This design comes from an exercise in tuning for a short achievable clock period and few clock cycles on the open sky130 flow, not from production work.
Where RTL was checked, it was by simulation tests only, not by an equivalence proof against the original.
Power is estimated from default activity; no workload was simulated.

## the baseline
## mips
module mips(input  logic        clk, reset,
            output logic [31:0] pc,
            input  logic [31:0] instr,
            output logic        memwrite,
            output logic [31:0] aluout, writedata,
            input  logic [31:0] readdata);
Size: roughly 5800 cells after synthesis, about 1500 flip-flops, roughly 160 I/O pins, about 78000 sq um of cells after synthesis.
==> flow/config.mk <==
export PLATFORM = sky130hd
export DESIGN_NAME = mips
export DESIGN_NICKNAME = mips
export VERILOG_FILES = /design/flow/design.v
export SDC_FILE = /design/flow/constraint.sdc
export NUM_CORES = 4
export LEC_CHECK = 0
export CAP_MARGIN = 20
export CORE_MARGIN = 2
export CORE_UTILIZATION = 40
export SETUP_SLACK_MARGIN = 5
export SLEW_MARGIN = 20
==> flow/constraint.sdc <==
create_clock -name core_clock -period 9.0 [get_ports {clk}]
set_input_delay 1.8000 -clock core_clock [delete_from_list [all_inputs] [get_ports {clk}]]
set_output_delay 1.8000 -clock core_clock [all_outputs]
set_load 0.01 [all_outputs]
standard.sh (not shown) runs the stock make flow with config.mk's settings and CLKGATE_MAP_FILE= SYNTH_SCRIPT=/design/flow/synth_recipe.tcl, a recipe that flattens the netlist after the stock synthesis.
==> flow/flow/run.sh <==
#!/bin/bash
# Standard ORFS layout (the standard.sh) with these changes to how it is
# made (constraints unchanged):
#  - ports are buffered with buf_4 instead of the default delay buffer, and
#    the resizer may change a cell's footprint.
set -euo pipefail
bash standard.sh finish SETUP_SLACK_MARGIN=6.6 MATCH_CELL_FOOTPRINT=0 \
  "BUFFER_PORTS_ARGS=-buffer_cell sky130_fd_sc_hd__buf_4" CTS_CLUSTER_SIZE=16 CTS_CLUSTER_DIAMETER=50 > make_finish.log 2>&1
The following lists how the candidate was set up differently from the baseline:
--- a/flow/design.v
+++ b/flow/design.v
@@ -32,12 +32,14 @@
   logic [31:0] cvalE;
   logic        regwM, memwM;
   logic [1:0]  ldtM;      
   logic [4:0]  destM;
   logic [31:0] aluM, sdM;
   logic [31:0] aluQ;      
+  logic        brGtM, jrM, gtM, predM;
+  logic [31:0] altM, jrsumM;
   logic [31:0] rf [1:31];
   logic [31:0] resultM;
   always_comb
     case (ldtM)
       2'd1:    resultM = readdata;
       2'd2:    resultM = {{16{readdata[15]}}, readdata[15:0]};
@@ -46,13 +48,13 @@
     endcase
   always_ff @(posedge clk)
     if (regwM) rf[destM] <= resultM;
   logic [31:0] one;    
   always_ff @(posedge clk, posedge reset)
     if (reset)      one <= '0;
-    else if (regwM) one[destM] <= (ldtM == 2'd0) & (aluM == 32'd1);
+    else if (regwM) one[destM] <= (resultM == 32'd1);
   assign aluout    = aluQ;
   assign writedata = sdM;
   assign memwrite  = memwM;
   logic [31:0] a, b, sd, sum, alures;
   logic        taken, redirE;
   logic [31:0] tgtE;
@@ -77,12 +79,14 @@
   assign a_gt_b = (a > b);
   assign taken  = (a == b);
   assign redirE = validE & brEqE & (taken ^ xE) & ~redirM;
   assign tgtE   = altE;
   logic        redirM;
   logic [31:0] tgtM;
+  assign redirM = brGtM & (gtM ^ predM) | jrM;
+  assign tgtM   = jrM ? jrsumM : altM;
   logic [5:0]  opD, fnD;
   logic [4:0]  rsD, rtD, rdD, destD;
   logic [31:0] seD, zeD, rsv, rtv;
   logic        isR, isJR, isLoad, isSW, isBEQ, isBGTZ, isADDI, isANDI, isXORI;
   logic        useRt, regwD, stall;
   assign opD = irD[31:26];
@@ -174,18 +178,15 @@
   logic [5:0]  opF;
   logic        isJF, predF;
   assign opF   = instr[31:26];
   logic [29:0] pcinc;
   assign pcinc = pcF[31:2] + 30'd1;
   assign pc4F = {pcinc, pcF[1:0]};
-  logic        bgtzF, beqF;
-  assign isJF  = opF[1] & ~opF[0] & ~opF[3];
-  assign bgtzF = opF[2] & opF[0];
-  assign beqF  = opF[2] & ~opF[0] & ~opF[3] & ~opF[5];
-  assign predF = (beqF  & ((instr[25:21] == instr[20:16]) | instr[15])) |
-                 (bgtzF & ((instr[20:16] == 5'd0) | instr[15]));
+  assign isJF  = (opF == OP_J);
+  assign predF = ((opF == OP_BEQ)  & ((instr[25:21] == instr[20:16]) | instr[15])) |
+                 ((opF == OP_BGTZ) & ((instr[20:16] == 5'd0) | instr[15]));
   assign jtgtF = {pc4F[31:28], instr[25:0], 2'b00};
   logic [7:0]  btlo;
   logic        btc, shortF;
   logic [9:0] btsum;
   assign btsum = {1'b0, pcF[9:2], 1'b1} + {1'b0, instr[7:0], 1'b1};
   assign btlo  = btsum[8:1];
@@ -254,27 +255,32 @@
     opBE   <= nextB;
     sdE    <= nextS;
     altE   <= predEff ? pc4D : brtgtD;
   end
   always_ff @(posedge clk, posedge reset)
     if (reset) begin
-      regwM  <= 1'b0;
-      memwM  <= 1'b0;
-      redirM <= 1'b0;
+      regwM <= 1'b0;
+      memwM <= 1'b0;
+      brGtM <= 1'b0;
+      jrM   <= 1'b0;
     end else begin
-      regwM  <= validE & regwE & ~redirM;
-      memwM  <= validE & memwE & ~redirM;
-      redirM <= validE & ~redirM & (jrE | (brGtE & (a_gt_b ^ predE)));
+      regwM <= validE & regwE & ~redirM;
+      memwM <= validE & memwE & ~redirM;
+      brGtM <= validE & brGtE & ~redirM;
+      jrM   <= validE & jrE & ~redirM;
     end
   always_ff @(posedge clk) begin
     ldtM  <= ldtE;
     destM <= destE;
     aluM  <= alures;
     aluQ  <= sum;
     sdM   <= sd;
-    tgtM   <= jrE ? jrsum : altE;
+    gtM    <= a_gt_b;
+    predM  <= predE;
+    altM   <= altE;
+    jrsumM <= jrsum;
   end
 endmodule
 module fwdsel(input  logic [31:0] px, c, rest,
               input  logic        sltx, fs, fl,
               output logic [31:0] y);
   assign y[31:1] = fs ? (px[31:1] ^ c[31:1]) : rest[31:1];
[summary]
Going from the baseline to the candidate, the count of clock-buffer cells in the layout was found to have gone up by 3. Cmp the baseline and the candidate / arrival time reported for the critical path endpoint / higher: the candidate. The baseline was larger in final cell area than the candidate. In the tables for the baseline and the candidate, flip-flop and latch count reads higher with the candidate. Going from the baseline to the candidate, number of cells in the finished layout apart from fillers shrank slightly. Cmp the baseline and the candidate / TritonCTS sink count / higher: the candidate. Per the comparison of the candidate with the baseline, delay of the slowest cell on the worst path down 0.06 ns; final core utilization fell 1.8 points.
Testbench counts of the candidate, summed over its fixed seeds: cycles 11,864.
The RTL of the baseline was laid out without a check of its function.

========
The RTL this note starts from:
==> flow/design.v <==
module mips(input  logic        clk, reset,
            output logic [31:0] pc,
            input  logic [31:0] instr,
            output logic        memwrite,
            output logic [31:0] aluout, writedata,
            input  logic [31:0] readdata);
  localparam logic [5:0] OP_R    = 6'b000000;
  localparam logic [5:0] OP_J    = 6'b000010;
  localparam logic [5:0] OP_BEQ  = 6'b000100;
  localparam logic [5:0] OP_BGTZ = 6'b000111;
  localparam logic [5:0] OP_ADDI = 6'b001000;
  localparam logic [5:0] OP_ANDI = 6'b001100;
  localparam logic [5:0] OP_XORI = 6'b001110;
  localparam logic [5:0] OP_LH   = 6'b100001;
  localparam logic [5:0] OP_LW   = 6'b100011;
  localparam logic [5:0] OP_LHU  = 6'b100100;
  localparam logic [5:0] OP_SW   = 6'b101011;
  logic [31:0] pcF;       
  logic [31:0] pcI;       
  logic        validD, predD, crossD, longD, btcD;
  logic [7:0]  btloD;
  logic [21:0] hiD;
  logic [31:0] irD, pc4D;
  logic        validE;
  logic        regwE, memwE, loadE, brEqE, brGtE, jrE, predE, xE;
  logic        selAdd, selAnd, selOr, selXor, selSlt, selSrl, subE;
  logic [1:0]  ldtE;
  logic [4:0]  destE, shamtE;
  logic [31:0] opAE, opBE, sdE, altE;
  logic        constE;    
  logic [31:0] cvalE;
  logic        regwM, memwM;
  logic [1:0]  ldtM;      
  logic [4:0]  destM;
  logic [31:0] aluM, sdM;
  logic [31:0] aluQ;      
  logic        brGtM, jrM, gtM, predM;
  logic [31:0] altM, jrsumM;
  logic [31:0] rf [1:31];
  logic [31:0] resultM;
  always_comb
    case (ldtM)
      2'd1:    resultM = readdata;
      2'd2:    resultM = {{16{readdata[15]}}, readdata[15:0]};
      2'd3:    resultM = {24'b0, readdata[7:0]};
      default: resultM = aluM;
    endcase
  always_ff @(posedge clk)
    if (regwM) rf[destM] <= resultM;
  assign aluout    = aluQ;
  assign writedata = sdM;
  assign memwrite  = memwM;
  logic [31:0] a, b, sd, sum, alures;
  logic        taken, redirE;
  logic [31:0] tgtE;
  assign a  = opAE;
  assign b  = opBE;
  assign sd = sdE;
  logic [32:0] sumx;
  assign sumx = {a, 1'b1} + {b, subE};
  assign sum  = sumx[32:1];
  assign alures = ({32{selAdd}} & sum)
                | ({32{selAnd}} & (a & b))
                | ({32{selOr}}  & (a | b))
                | ({32{selXor}} & (a ^ b))
                | ({32{selSlt}} & {31'b0, sum[31]})
                | ({32{selSrl}} & (b >> shamtE));
  logic [31:0] jrsum;
  logic        a_gt_b;
  assign jrsum = a + b;
  assign a_gt_b = (a > b);
  assign taken  = (a == b);
  assign redirE = validE & brEqE & (taken ^ xE) & ~redirM;
  assign tgtE   = altE;
  logic        redirM;
  logic [31:0] tgtM;
  assign redirM = brGtM & (gtM ^ predM) | jrM;
  assign tgtM   = jrM ? jrsumM : altM;
  logic [5:0]  opD, fnD;
  logic [4:0]  rsD, rtD, rdD, destD;
  logic [31:0] seD, zeD, rsv, rtv;
  logic        isR, isJR, isLoad, isSW, isBEQ, isBGTZ, isADDI, isANDI, isXORI;
  logic        useRt, regwD, stall;
  assign opD = irD[31:26];
  assign fnD = irD[5:0];
  assign rsD = irD[25:21];
  assign rtD = irD[20:16];
  assign rdD = irD[15:11];
  assign seD = {{16{irD[15]}}, irD[15:0]};
  assign zeD = {16'b0, irD[15:0]};
  assign isR    = (opD == OP_R);
  assign isJR   = isR & (fnD == 6'b001000);
  assign isLoad = (opD == OP_LW) | (opD == OP_LH) | (opD == OP_LHU);
  assign isSW   = (opD == OP_SW);
  assign isBEQ  = (opD == OP_BEQ);
  assign isBGTZ = (opD == OP_BGTZ);
  assign isADDI = (opD == OP_ADDI);
  assign isANDI = (opD == OP_ANDI);
  assign isXORI = (opD == OP_XORI);
  assign useRt = isR | isBEQ | isBGTZ | isSW;
  logic invD;
  assign invD = isR & ((fnD == 6'b100010) | (fnD == 6'b101010));
  assign destD = isR ? rdD : rtD;
  assign regwD = ((isR & ~isJR) | isLoad | isADDI | isANDI | isXORI) & (destD != 5'd0);
  assign rsv = (rsD == 5'd0) ? 32'b0 : (regwM & (destM == rsD)) ? resultM : rf[rsD];
  assign rtv = (rtD == 5'd0) ? 32'b0 : (regwM & (destM == rtD)) ? resultM : rf[rtD];
  logic hitA, hitB;
  logic matchA, matchB;
  assign matchA = validE & regwE & (destE == rsD);
  assign matchB = validE & regwE & (destE == rtD);
  assign hitA   = matchA & ~loadE;
  assign hitB   = matchB & ~loadE;
  assign stall = validD & loadE & ((matchA & (opD != OP_J)) | (useRt & matchB));
  logic        eA, eB, mA, mB, zA, zB;
  logic        cA, cB, aA, aB;        
  logic        jrFast;
  logic [31:0] ceam, jrtgtD, dtgt;
  assign zA = (rsD == 5'd0);
  assign zB = (rtD == 5'd0);
  assign eA = validE & regwE & (destE == rsD);
  assign eB = validE & regwE & (destE == rtD);
  assign mA = regwM & (destM == rsD);
  assign mB = regwM & (destM == rtD);
  assign cA = ~zA & eA & constE;
  assign cB = ~zB & eB & constE;
  assign aA = ~zA & ~eA & mA & (ldtM == 2'd0);
  assign aB = ~zB & ~eB & mB & (ldtM == 2'd0);
  assign jrFast = isJR & (zA | cA | aA) & (zB | cB | aB);
  assign ceam = cvalE + aluM;
  always_comb
    case ({cA, aA, cB, aB})
      4'b1000, 4'b0010: jrtgtD = cvalE;
      4'b0100, 4'b0001: jrtgtD = aluM;
      4'b1001, 4'b0110: jrtgtD = ceam;
      4'b1010:          jrtgtD = {cvalE[30:0], 1'b0};
      4'b0101:          jrtgtD = {aluM[30:0], 1'b0};
      default:          jrtgtD = 32'b0;
    endcase
  logic [31:0] pE, kE;
  logic        zeroE, zeroX, ztD, earlyD, takenD, redirEarly;
  assign pE    = opAE ^ opBE;
  assign kE    = opAE | opBE;
  assign zeroE = subE ? (&pE) : (~pE[0] & (&(pE[31:1] ~^ kE[30:0])));
  assign zeroX = eA ? zeroE : (aluM == 32'b0);
  assign ztD   = (isBGTZ | isBEQ) & zB & ~zA;
  assign earlyD = ztD & ((eA & ~loadE & selAdd) | (~eA & mA & (ldtM == 2'd0)));
  assign takenD = isBGTZ ? ~zeroX : zeroX;
  logic        predEff, actD;
  assign predEff = predD & ~longD;
  assign actD    = earlyD & ~(takenD & ~predEff);
  logic [21:0] hiP, hiM;
  logic [31:0] fixTgt;
  assign hiP    = hiD + 22'd1;
  assign hiM    = hiD - 22'd1;
  assign fixTgt = {btcD ? hiP : hiM, btloD, 2'b00};
  logic        rLong, rCross, rNt, redirD;
  assign rLong  = longD;
  assign rNt    = earlyD & ~takenD & predEff;
  assign rCross = crossD & ~(earlyD & ~takenD);
  assign redirD = validD & ~stall & (rLong | rCross | rNt | jrFast);
  assign dtgt   = jrFast ? jrtgtD : rCross ? fixTgt : pc4D;
  logic [31:0] brtgtD;
  assign brtgtD[31:2] = pc4D[31:2] + seD[29:0];
  assign brtgtD[1:0] = pc4D[1:0];
  logic [31:0] pc4F, jtgtF, btgtF;
  logic [5:0]  opF;
  logic        isJF, predF;
  assign opF   = instr[31:26];
  logic [29:0] pcinc;
  assign pcinc = pcI[31:2] + 30'd1;
  assign pc4F = {pcinc, pcI[1:0]};
  assign isJF  = (opF == OP_J);
  assign predF = ((opF == OP_BEQ)  & ((instr[25:21] == instr[20:16]) | instr[15])) |
                 ((opF == OP_BGTZ) & ((instr[20:16] == 5'd0) | instr[15]));
  assign jtgtF = {pc4F[31:28], instr[25:0], 2'b00};
  logic [7:0]  btlo;
  logic        btc, shortF;
  logic [9:0] btsum;
  assign btsum = {1'b0, pcI[9:2], 1'b1} + {1'b0, instr[7:0], 1'b1};
  assign btlo  = btsum[8:1];
  assign btc   = btsum[9];
  assign btgtF = {pcI[31:10], btlo, pcI[1:0]};
  assign shortF = (instr[15:8] == {8{instr[7]}});
  assign pc = pcF;
  logic [31:0] pcbase, pcnext;
  logic        ovr, selJ, selB;
  assign ovr    = redirM | redirE | stall | redirD;
  assign pcbase = redirM ? tgtM : redirE ? tgtE : stall ? pcI : redirD ? dtgt : pc4F;
  assign selJ   = ~ovr & isJF;
  assign selB   = ~ovr & predF;
  pcsel u_pcsel(.base(pcbase), .jtgt(jtgtF), .btgt(btgtF), .selj(selJ), .selb(selB), .y(pcnext));
  always_ff @(posedge clk, posedge reset)
    if (reset) pcF <= 32'b0;
    else       pcF <= pcnext;
  always_ff @(posedge clk)
    pcI <= reset ? 32'b0 : pcnext;
  always_ff @(posedge clk, posedge reset)
    if (reset)       validD <= 1'b0;
    else if (redirM | redirE) validD <= 1'b0;
    else if (!stall) validD <= ~redirD;
  always_ff @(posedge clk)
    if (!stall) begin
      irD   <= instr;
      pc4D  <= pc4F;
      predD <= predF;
      crossD <= predF & shortF & (btc != instr[7]);
      longD  <= predF & ~shortF;
      btloD  <= btlo;
      btcD   <= btc;
      hiD    <= pcI[31:10];
    end
  logic killE;
  assign killE = redirM | redirE | stall | ~validD;
  always_ff @(posedge clk, posedge reset)
    if (reset) validE <= 1'b0;
    else       validE <= ~killE;
  always_ff @(posedge clk) begin
    regwE  <= regwD;
    memwE  <= isSW;
    loadE  <= isLoad;
    brEqE  <= (isBEQ | (isBGTZ & (rtD == 5'd0))) & ~actD;
    brGtE  <= isBGTZ & (rtD != 5'd0);
    xE     <= isBEQ ? predEff : ~predEff;
    jrE    <= isJR & ~jrFast;
    constE <= (isADDI | isANDI | isXORI) & (rsD == 5'd0);
    cvalE  <= isADDI ? seD : isXORI ? zeD : 32'b0;
    predE  <= predEff;
    ldtE   <= (opD == OP_LW) ? 2'd1 : (opD == OP_LH) ? 2'd2 : (opD == OP_LHU) ? 2'd3 : 2'd0;
    destE  <= destD;
    shamtE <= irD[10:6];
    subE   <= invD;
    selAdd <= isLoad | isSW | isADDI | (isR & ((fnD == 6'b100000) | (fnD == 6'b100010)));
    selAnd <= isANDI | (isR & (fnD == 6'b100100));
    selOr  <= isR & (fnD == 6'b100101);
    selXor <= isXORI;
    selSlt <= isR & (fnD == 6'b101010);
    selSrl <= isR & (fnD == 6'b000010);
    opAE   <= hitA ? alures : rsv;
    opBE   <= (isLoad | isSW | isADDI) ? seD : (isANDI | isXORI) ? zeD :
              {32{invD}} ^ (hitB ? alures : rtv);
    sdE    <= hitB ? alures : rtv;
    altE   <= predEff ? pc4D : brtgtD;
  end
  always_ff @(posedge clk, posedge reset)
    if (reset) begin
      regwM <= 1'b0;
      memwM <= 1'b0;
      brGtM <= 1'b0;
      jrM   <= 1'b0;
    end else begin
      regwM <= validE & regwE & ~redirM;
      memwM <= validE & memwE & ~redirM;
      brGtM <= validE & brGtE & ~redirM;
      jrM   <= validE & jrE & ~redirM;
    end
  always_ff @(posedge clk) begin
    ldtM  <= ldtE;
    destM <= destE;
    aluM  <= alures;
    if (validE & (memwE | loadE)) aluQ <= alures;
    sdM   <= sd;
    gtM    <= a_gt_b;
    predM  <= predE;
    altM   <= altE;
    jrsumM <= jrsum;
  end
endmodule
module pcsel(input  logic [31:0] base, jtgt, btgt,
             input  logic        selj, selb,
             output logic [31:0] y);
  assign y = selj ? jtgt : selb ? btgt : base;
endmodule
Settings: LEC_CHECK=0, CAP_MARGIN=20, CORE_MARGIN=2, CORE_UTILIZATION=40, SETUP_SLACK_MARGIN=5, SLEW_MARGIN=20, SYNTH_HIERARCHICAL=1, SYNTH_MINIMUM_KEEP_SIZE=0; clock period 9.0 ns.
==> flow/flow/run.sh <==
#!/bin/bash
# Standard ORFS layout (the standard.sh) with these changes to how it is
# made (constraints unchanged):
#  - ports are buffered with buf_4 instead of the default delay buffer, and
#    the resizer may change a cell's footprint.
set -euo pipefail
bash standard.sh finish SETUP_SLACK_MARGIN=6.6 MATCH_CELL_FOOTPRINT=0 \
  "BUFFER_PORTS_ARGS=-buffer_cell sky130_fd_sc_hd__buf_4" CTS_CLUSTER_SIZE=20 CTS_CLUSTER_DIAMETER=60 > make_finish.log 2>&1
Change:
--- a/flow/design.v
+++ b/flow/design.v
@@ -15,8 +15,7 @@
   localparam logic [5:0] OP_LW   = 6'b100011;
   localparam logic [5:0] OP_LHU  = 6'b100100;
   localparam logic [5:0] OP_SW   = 6'b101011;
-  logic [31:0] pcF;       
-  logic [31:0] pcI;       
+  logic [31:0] pcF;
   logic        validD, predD, crossD, longD, btcD;
   logic [7:0]  btloD;
   logic [21:0] hiD;
@@ -33,7 +32,6 @@
   logic [1:0]  ldtM;      
   logic [4:0]  destM;
   logic [31:0] aluM, sdM;
-  logic [31:0] aluQ;      
   logic        brGtM, jrM, gtM, predM;
   logic [31:0] altM, jrsumM;
   logic [31:0] rf [1:31];
@@ -47,7 +45,7 @@
     endcase
   always_ff @(posedge clk)
     if (regwM) rf[destM] <= resultM;
-  assign aluout    = aluQ;
+  assign aluout    = aluM;
   assign writedata = sdM;
   assign memwrite  = memwM;
   logic [31:0] a, b, sd, sum, alures;
@@ -167,8 +165,8 @@
   logic        isJF, predF;
   assign opF   = instr[31:26];
   logic [29:0] pcinc;
-  assign pcinc = pcI[31:2] + 30'd1;
-  assign pc4F = {pcinc, pcI[1:0]};
+  assign pcinc = pcF[31:2] + 30'd1;
+  assign pc4F = {pcinc, pcF[1:0]};
   assign isJF  = (opF == OP_J);
   assign predF = ((opF == OP_BEQ)  & ((instr[25:21] == instr[20:16]) | instr[15])) |
                  ((opF == OP_BGTZ) & ((instr[20:16] == 5'd0) | instr[15]));
@@ -176,24 +174,22 @@
   logic [7:0]  btlo;
   logic        btc, shortF;
   logic [9:0] btsum;
-  assign btsum = {1'b0, pcI[9:2], 1'b1} + {1'b0, instr[7:0], 1'b1};
+  assign btsum = {1'b0, pcF[9:2], 1'b1} + {1'b0, instr[7:0], 1'b1};
   assign btlo  = btsum[8:1];
   assign btc   = btsum[9];
-  assign btgtF = {pcI[31:10], btlo, pcI[1:0]};
+  assign btgtF = {pcF[31:10], btlo, pcF[1:0]};
   assign shortF = (instr[15:8] == {8{instr[7]}});
   assign pc = pcF;
   logic [31:0] pcbase, pcnext;
   logic        ovr, selJ, selB;
   assign ovr    = redirM | redirE | stall | redirD;
-  assign pcbase = redirM ? tgtM : redirE ? tgtE : stall ? pcI : redirD ? dtgt : pc4F;
+  assign pcbase = redirM ? tgtM : redirE ? tgtE : stall ? pcF : redirD ? dtgt : pc4F;
   assign selJ   = ~ovr & isJF;
   assign selB   = ~ovr & predF;
   pcsel u_pcsel(.base(pcbase), .jtgt(jtgtF), .btgt(btgtF), .selj(selJ), .selb(selB), .y(pcnext));
   always_ff @(posedge clk, posedge reset)
     if (reset) pcF <= 32'b0;
     else       pcF <= pcnext;
-  always_ff @(posedge clk)
-    pcI <= reset ? 32'b0 : pcnext;
   always_ff @(posedge clk, posedge reset)
     if (reset)       validD <= 1'b0;
     else if (redirM | redirE) validD <= 1'b0;
@@ -207,7 +203,7 @@
       longD  <= predF & ~shortF;
       btloD  <= btlo;
       btcD   <= btc;
-      hiD    <= pcI[31:10];
+      hiD    <= pcF[31:10];
     end
   logic killE;
   assign killE = redirM | redirE | stall | ~validD;
@@ -257,7 +253,6 @@
     ldtM  <= ldtE;
     destM <= destE;
     aluM  <= alures;
-    if (validE & (memwE | loadE)) aluQ <= alures;
     sdM   <= sd;
     gtM    <= a_gt_b;
     predM  <= predE;
Clock power went down by roughly a tenth.
Wire length went down by a few percent.
Cell area went down by a few percent.
Register-to-register slack improves by 0.26 ns.
Total power went up by roughly a tenth.
Area after synthesis went down slightly.
Setup slack improves by 0.26 ns.
Cell count went down slightly.
Count of clock-buffer cells in the layout went down by 22.
Combinational power went up by well over a third.
Die area went down slightly.
No run of this note included a check of the RTL's function; only the layout flow was run.

==> re-timing with driven ports <==
Ports are ideal in the flow. The routed layouts listed here were re-timed in OpenROAD. Step 1 (the two cells are an assumption about what drives the block):
set clk [get_ports {clk}]
set_driving_cell -lib_cell sky130_fd_sc_hd__clkbuf_16 $clk
set_driving_cell -lib_cell sky130_fd_sc_hd__buf_2 [delete_from_list [all_inputs] $clk]
Step 2 adds t to the input delays and takes it off the output delays; t is the mean of the earliest and latest rising clock arrival at the registers after step 1. Input paths then give back, and output paths get back, about the clock's delay inside the block. Three values: no drivers, after step 1, after step 2; two values: the first two.
| run | t (ns) | setup slack, ns | latest minus earliest clock arrival (ns) | worst data-port slew with drivers (ns) |
|---|---|---|---|---|
| the baseline | 0.926 | 5.604 / 5.557 / 4.836 | 0.071 / 0.071 | 0.08 |
| the candidate | 0.913 | 5.590 / 5.590 / 4.861 | 0.050 / 0.050 | 0.07 |
| the first run of note 2 | 0.897 | 5.042 / 5.042 / 4.848 | 0.090 / 0.090 | 0.07 |
| the second run of note 2 | 0.878 | 5.304 / 5.304 / 4.886 | 0.139 / 0.140 | 0.10 |
After both steps every run listed still meets setup and hold. The setup slack of the baseline, which loses most, moves by -0.047 ns with the drivers and by -0.768 ns with both steps.
